From an optimization exercise on the open Yosys and OpenROAD flow, aimed at small area, a short achievable clock period and few clock cycles per item; shortcuts taken in it are not production practice.
Where RTL was checked, it was by simulation tests only, not by an equivalence proof against the original.
Power is estimated from default activity; no workload was simulated.

==> inputs of 01-24 <==
==> flow/design.v <==
`timescale 1ns / 1ps
module time_based_processor(
    input           clk,             
    input           rst_n,           
    input  [7:0]    data_in,         
    input  [2:0]    opcode,          
    input           data_valid,      
    output [15:0]   data_out,        
    output          data_ready,      
    output [3:0]    status_flags     
);
    localparam OP_NOP     = 3'b000;
    localparam OP_ADD     = 3'b001;
    localparam OP_SUB     = 3'b010;
    localparam OP_MUL     = 3'b011;
    localparam OP_SHIFT   = 3'b100;
    localparam OP_FILTER  = 3'b101;
    localparam OP_INVERT  = 3'b110;
    localparam OP_COMPARE = 3'b111;
    reg        wait_b;        
    reg        busy;          
    reg        ready;         
    reg [7:0]  x;             
    reg [2:0]  op;            
    reg [15:0] result;
    reg        flag_ovf;
    reg        out_inv;       
    reg        flag_zero;
    wire idle = ~(wait_b | busy | ready);
    wire [7:0] b = data_in;
    function [10:0] padd;
        input [9:0] a, b;
        input       ci;
        reg   [9:0] g, p, gg, pp;
        integer i, l;
        begin
            p = a ^ b;
            g = (a & b) | {9'd0, p[0] & ci};
            gg = g;
            pp = p;
            for (l = 0; l < 4; l = l + 1)
                for (i = 9; i >= 0; i = i - 1)
                    if ((i >> l) & 1) begin
                        gg[i] = gg[i] | (pp[i] & gg[((i >> l) << l) - 1]);
                        pp[i] = pp[i] & pp[((i >> l) << l) - 1];
                    end
            padd = {gg[9], p ^ {gg[8:0], ci}};
        end
    endfunction
    wire [9:0]  t0     = {2'b00, result[15:8]};
    wire [9:0]  t1     = {2'b00, x & {8{result[0]}}};
    wire [9:0]  t2     = {1'b0, x & {8{result[1]}}, 1'b0};
    wire [9:0]  cs_s   = t0 ^ t1 ^ t2;
    wire [9:0]  cs_c   = (t0 & t1) | (t0 & t2) | (t1 & t2);
    wire [10:0] msum   = padd(cs_s, {cs_c[8:0], 1'b0}, 1'b0);
    wire [15:0] mstep  = {msum[9:0], result[7:2]};
    wire [10:0] sums = padd({2'b00, x}, {2'b00, b}, 1'b0);
    wire       c   = sums[8];
    wire       eq  = &(x ^ b);             
    wire [2:0] s   = b[2:0];
    wire [2:0] rl  = b[3] ? -s : s;        
    wire [7:0] r1  = rl[0] ? {x[6:0], x[7]} : x;
    wire [7:0] r2  = rl[1] ? {r1[5:0], r1[7:6]} : r1;
    wire [7:0] r3  = rl[2] ? {r2[3:0], r2[7:4]} : r2;
    wire [7:0] keep_l = 8'hFF << s;
    wire [7:0] keep_r = 8'hFF >> s;
    wire [7:0] shifted = r3 & (b[3] ? keep_r : keep_l);
    reg [15:0] alu;
    reg        alu_ovf, alu_zero;
    always @(*) begin
        alu = 16'h0000; alu_ovf = 1'b0; alu_zero = 1'b0;
        case (op)
            OP_ADD:     begin alu[7:0] = sums[7:0]; alu_ovf = c;  alu_zero = ~|(x | b); end
            OP_SUB:     begin alu[7:0] = sums[7:0]; alu_ovf = c;  alu_zero = eq; end
            OP_MUL:     begin alu[7:0] = b; alu_zero = ~|x | ~|b; end
            OP_SHIFT:   alu[7:0] = shifted;
            OP_FILTER:  alu[7:0] = x & b;
            OP_COMPARE: begin alu[1:0] = {c, ~c & ~eq}; alu_zero = eq; end
            default:    alu = 16'h0000;
        endcase
    end
    always @(posedge clk or negedge rst_n) begin
        if (!rst_n) begin
            wait_b <= 1'b0;
            busy   <= 1'b0;
            ready  <= 1'b0;
        end else begin
            if (idle && data_valid) begin
                if (opcode == OP_NOP || opcode == OP_INVERT) ready <= 1'b1;
                else wait_b <= 1'b1;
            end
            if (wait_b && data_valid) begin
                wait_b <= 1'b0;
                if (op == OP_MUL) busy <= 1'b1;
                else ready <= 1'b1;
            end
            if (busy && op[1:0] == 2'b00) begin
                busy  <= 1'b0;
                ready <= 1'b1;
            end
            if (ready && data_valid) ready <= 1'b0;
        end
    end
    always @(posedge clk) begin
        if (idle) begin
            x         <= data_in ^ {8{opcode == OP_SUB || opcode == OP_COMPARE}};
            op        <= opcode;
            out_inv   <= (opcode == OP_SUB) || (opcode == OP_INVERT);
            result    <= {8'h00, data_in};
            flag_ovf  <= 1'b0;
            flag_zero <= 1'b0;
        end
        if (wait_b) begin
            flag_ovf  <= alu_ovf;
            flag_zero <= alu_zero;
            result    <= alu;
        end
        if (busy) begin
            op     <= op - 3'd1;
            result <= mstep;
        end
    end
    assign data_out     = {result[15:8], result[7:0] ^ {8{out_inv}}};
    assign data_ready   = ready;
    assign status_flags = {flag_ovf, flag_zero, 1'b0, ready};
endmodule
==> flow/flow/run.sh <==
#!/bin/bash
# Standard layout with these changes: plain buf_1 cells as the port buffers,
# and half and full adders left to abc as plain gates (flow/noha.mk).
bash standard.sh "DESIGN_CONFIG=$PWD/flow/noha.mk" "BUFFER_PORTS_ARGS=-buffer_cell sky130_fd_sc_hd__buf_1"  finish > standard.log 2>&1
==> flow/flow/noha.mk <==
# The standard flow's settings, plus the half and full adders cells marked don't-use so that
# synthesis leaves half and full adders to abc as plain gates.
include $(FLOW_CONFIG)
export DONT_USE_CELLS += sky130_fd_sc_hd__ha_1 sky130_fd_sc_hd__ha_2 sky130_fd_sc_hd__ha_4 sky130_fd_sc_hd__fa_1 sky130_fd_sc_hd__fa_2 sky130_fd_sc_hd__fa_4
==> flow/standard.sh <==
#!/bin/bash
# synth_recipe.tcl (not shown) runs the flow's synth.tcl, then flattens the netlist and writes it again
# the make line also repeats each setting of config.mk as NAME=value (left out here)
make -C /OpenROAD-flow-scripts/flow DESIGN_CONFIG=/design/flow/config.mk WORK_HOME=/design/flow/orfs CLKGATE_MAP_FILE= SYNTH_SCRIPT=/design/flow/synth_recipe.tcl "${@:-finish}"
==> flow/config.mk <==
export PLATFORM = sky130hd
export DESIGN_NAME = time_based_processor
export DESIGN_NICKNAME = time_based_processor
export VERILOG_FILES = /design/flow/design.v
export SDC_FILE = /design/flow/constraint.sdc
export NUM_CORES = 4
export LEC_CHECK = 0
export ABC_AREA = 1
export CAP_MARGIN = 20
export CORE_MARGIN = 2
export CORE_UTILIZATION = 40
export SETUP_SLACK_MARGIN = 3
export SLEW_MARGIN = 20
==> flow/constraint.sdc <==
create_clock -name core_clock -period 5.5 [get_ports {clk}]
set_input_delay 1.1000 -clock core_clock [delete_from_list [all_inputs] [get_ports {clk}]]
set_output_delay 1.1000 -clock core_clock [all_outputs]
set_load 0.01 [all_outputs]
==> 05-10: changes against 01-24 <==
--- a/flow/design.v
+++ b/flow/design.v
@@ -26,3 +26,2 @@
     reg        flag_ovf;
-    reg        out_inv;       
     reg        flag_zero;
@@ -107,3 +106,2 @@
             op        <= opcode;
-            out_inv   <= (opcode == OP_SUB) || (opcode == OP_INVERT);
             result    <= {8'h00, data_in};
@@ -122,2 +120,3 @@
     end
+    wire   out_inv      = (op == OP_SUB) || (op == OP_INVERT);
     assign data_out     = {result[15:8], result[7:0] ^ {8{out_inv}}};
--- a/flow/config.mk
+++ b/flow/config.mk
@@ -10,3 +10,4 @@
 export CORE_MARGIN = 2
-export CORE_UTILIZATION = 40
+export CORE_UTILIZATION = 60
+export PLACE_DENSITY = 0.75
 export SETUP_SLACK_MARGIN = 3
==> 11-18: changes against 01-24 <==
--- a/flow/design.v
+++ b/flow/design.v
@@ -26,3 +26,2 @@
     reg        flag_ovf;
-    reg        out_inv;       
     reg        flag_zero;
@@ -56,5 +55,7 @@
     wire [15:0] mstep  = {msum[9:0], result[7:2]};
-    wire [10:0] sums = padd({2'b00, x}, {2'b00, b}, 1'b0);
-    wire       c   = sums[8];
-    wire       eq  = &(x ^ b);             
+    wire       sub = (op == OP_SUB) || (op == OP_COMPARE);
+    wire [7:0] y   = b ^ {8{sub}};
+    wire [10:0] sums = padd({2'b00, x}, {2'b00, y}, sub);
+    wire       c   = sums[8];              
+    wire       eq  = &(x ^ ~b);
     wire [2:0] s   = b[2:0];
@@ -73,3 +74,3 @@
             OP_ADD:     begin alu[7:0] = sums[7:0]; alu_ovf = c;  alu_zero = ~|(x | b); end
-            OP_SUB:     begin alu[7:0] = sums[7:0]; alu_ovf = c;  alu_zero = eq; end
+            OP_SUB:     begin alu[7:0] = sums[7:0]; alu_ovf = ~c; alu_zero = eq; end
             OP_MUL:     begin alu[7:0] = b; alu_zero = ~|x | ~|b; end
@@ -77,3 +78,3 @@
             OP_FILTER:  alu[7:0] = x & b;
-            OP_COMPARE: begin alu[1:0] = {c, ~c & ~eq}; alu_zero = eq; end
+            OP_COMPARE: begin alu[1:0] = {~c, c & ~eq}; alu_zero = eq; end
             default:    alu = 16'h0000;
@@ -105,6 +106,5 @@
         if (idle) begin
-            x         <= data_in ^ {8{opcode == OP_SUB || opcode == OP_COMPARE}};
+            x         <= data_in;
             op        <= opcode;
-            out_inv   <= (opcode == OP_SUB) || (opcode == OP_INVERT);
-            result    <= {8'h00, data_in};
+            result    <= {8'h00, data_in ^ {8{opcode == OP_INVERT}}};
             flag_ovf  <= 1'b0;
@@ -122,3 +122,3 @@
     end
-    assign data_out     = {result[15:8], result[7:0] ^ {8{out_inv}}};
+    assign data_out     = result;
     assign data_ready   = ready;
==> flow/flow/run.sh (replaced) <==
#!/bin/bash
# Standard layout with two changes: plain buf_1 cells as the port buffers,
# and half adders left to abc as plain gates (flow/noha.mk).
bash standard.sh "DESIGN_CONFIG=$PWD/flow/noha.mk" "BUFFER_PORTS_ARGS=-buffer_cell sky130_fd_sc_hd__buf_1" finish > standard.log 2>&1
==> flow/flow/noha.mk (replaced) <==
# The standard flow's settings, plus the half-adder cells marked don't-use so that
# synthesis leaves half adders to abc as plain gates.
include $(FLOW_CONFIG)
export DONT_USE_CELLS += sky130_fd_sc_hd__ha_1 sky130_fd_sc_hd__ha_2 sky130_fd_sc_hd__ha_4
--- a/flow/config.mk
+++ b/flow/config.mk
@@ -11,3 +11,3 @@
 export CORE_UTILIZATION = 40
-export SETUP_SLACK_MARGIN = 3
+export SETUP_SLACK_MARGIN = 2
 export SLEW_MARGIN = 20
==> 07-09: changes against 01-24 <==
--- a/flow/design.v
+++ b/flow/design.v
@@ -26,3 +26,2 @@
     reg        flag_ovf;
-    reg        out_inv;       
     reg        flag_zero;
@@ -107,3 +106,2 @@
             op        <= opcode;
-            out_inv   <= (opcode == OP_SUB) || (opcode == OP_INVERT);
             result    <= {8'h00, data_in};
@@ -122,2 +120,3 @@
     end
+    wire   out_inv      = (op == OP_SUB) || (op == OP_INVERT);
     assign data_out     = {result[15:8], result[7:0] ^ {8{out_inv}}};
==> flow/flow/run.sh (replaced) <==
#!/bin/bash
# Standard layout with these changes: plain buf_1 cells as the port buffers,
# and half and full adders left to abc as plain gates (flow/noha.mk); setup repair limited to resizing and pin swaps.
bash standard.sh "DESIGN_CONFIG=$PWD/flow/noha.mk" "BUFFER_PORTS_ARGS=-buffer_cell sky130_fd_sc_hd__buf_1" SETUP_REPAIR_SEQUENCE=unbuffer,sizedown,sizeup,swap finish > standard.log 2>&1
--- a/flow/config.mk
+++ b/flow/config.mk
@@ -10,3 +10,3 @@
 export CORE_MARGIN = 2
-export CORE_UTILIZATION = 40
+export CORE_UTILIZATION = 60
 export SETUP_SLACK_MARGIN = 3
==> comparison <==
In 01-24 the routed wire length is larger than in 05-10, by about 1.5%.
The highest global-route usage belongs to 05-10, the lowest to 01-24.
Non-clock buffer count: 05-10 is lower than 01-24 (6).
Total power: 11-18 is higher than 07-09 (1.6%).
Of 07-09 and 01-24, 01-24 has the higher setup slack (gap 0.018 ns).
Between 01-24 and 11-18, the lower clock-buffer cell count is in 01-24 (gap 1).
The highest via count belongs to 05-10, the lowest to 11-18.
Between 01-24 and 07-09, the lower critical path depth is in 07-09 (gap 10).
==> figures <==
metric	01-24	07-09	05-10	11-18
Result of the run	timing/DRC/antenna clean	timing/DRC/antenna clean	timing/DRC/antenna clean	timing/DRC/antenna clean
Post-synth cell types	36	44	44	44
Sequential fraction of design power	0.294	0.282	0.277	0.273
Number of setup buffers added after CTS	4	2	2	0
Sequential area share after synthesis	0.280	0.277	0.277	0.285
Share of async-settable or async-resettable flops after synthesis	0.0909	0.0938	0.0938	0.0938
Biggest fanout along the worst timing path	9	9	8	20
Core area	8590 µm²	5510 µm²	5510 µm²	8130 µm²
Static Leakage	1.88 nW	1.78 nW	1.80 nW	1.75 nW
Number of search-and-repair iterations in the first detailed-routing pass	5	5	7	6
CP dominant cell by count	nand2_1	-	nand2_1	nand2_1
Area share of xor/xnor cells in the synthesized design	0.0427	0.0509	0.0509	0.0181
Count of clock tree sinks	33	32	32	32
Proportion of synthesized area in mux cells	0	0	0	0.0151
Clock latency of the later-clocked register in the worst-skew pair	0.29 ns	0.28 ns	0.29 ns	0.29 ns
Power in combinational cells	1.29 mW	1.39 mW	1.41 mW	1.37 mW
Wire length of the first global-routing pass	15.3 mm	14.0 mm	14.7 mm	14.9 mm
Met2 Routed Length	4.41 mm	4.24 mm	4.27 mm	4.66 mm
Testbench counts of 05-10, summed over its fixed seeds: cycles 15,476, ops 4,800.
Testbench counts of 07-09, summed over its fixed seeds: cycles 15,476, ops 4,800.
No functional check of the RTL was part of 01-24 and 11-18.

## static timing again, ports no longer ideal
Ports are ideal in the flow. The routed layouts listed here were re-timed in OpenROAD.
Step 1: set_driving_cell puts a clkbuf_16 on clk and a buf_2 on each other input, an assumption about the parent block.
Step 2, shift: input delay + t, output delay - t, t = (earliest + latest rising clock arrival at the registers) / 2. This alone moves slack from input paths to output paths.
a / b / c = no drivers / after step 1 / after step 2; a / b = the first two.
| run | t, ns | setup slack, ns | worst setup path at the end | clock arrival spread, ns | pins driven straight from the clock port |
|---|---|---|---|---|---|
| 01-24 | 0.319 | 3.104 / 3.108 / 2.793 | input to register | 0.007 / 0.007 | 1 |
| 05-10 | 0.315 | 3.071 / 3.047 / 2.762 | input to register | 0.007 / 0.007 | 1 |
| 11-18 | 0.318 | 2.187 / 2.192 / 1.877 | input to register | 0.003 / 0.004 | 1 |
| 07-09 | 0.310 | 3.087 / 3.056 / 2.801 | input to register | 0.011 / 0.010 | 1 |
After both steps setup and hold are still met in every run listed. The setup slack of 01-24, which loses most, moves by +0.004 ns with the drivers and by -0.311 ns with both steps.
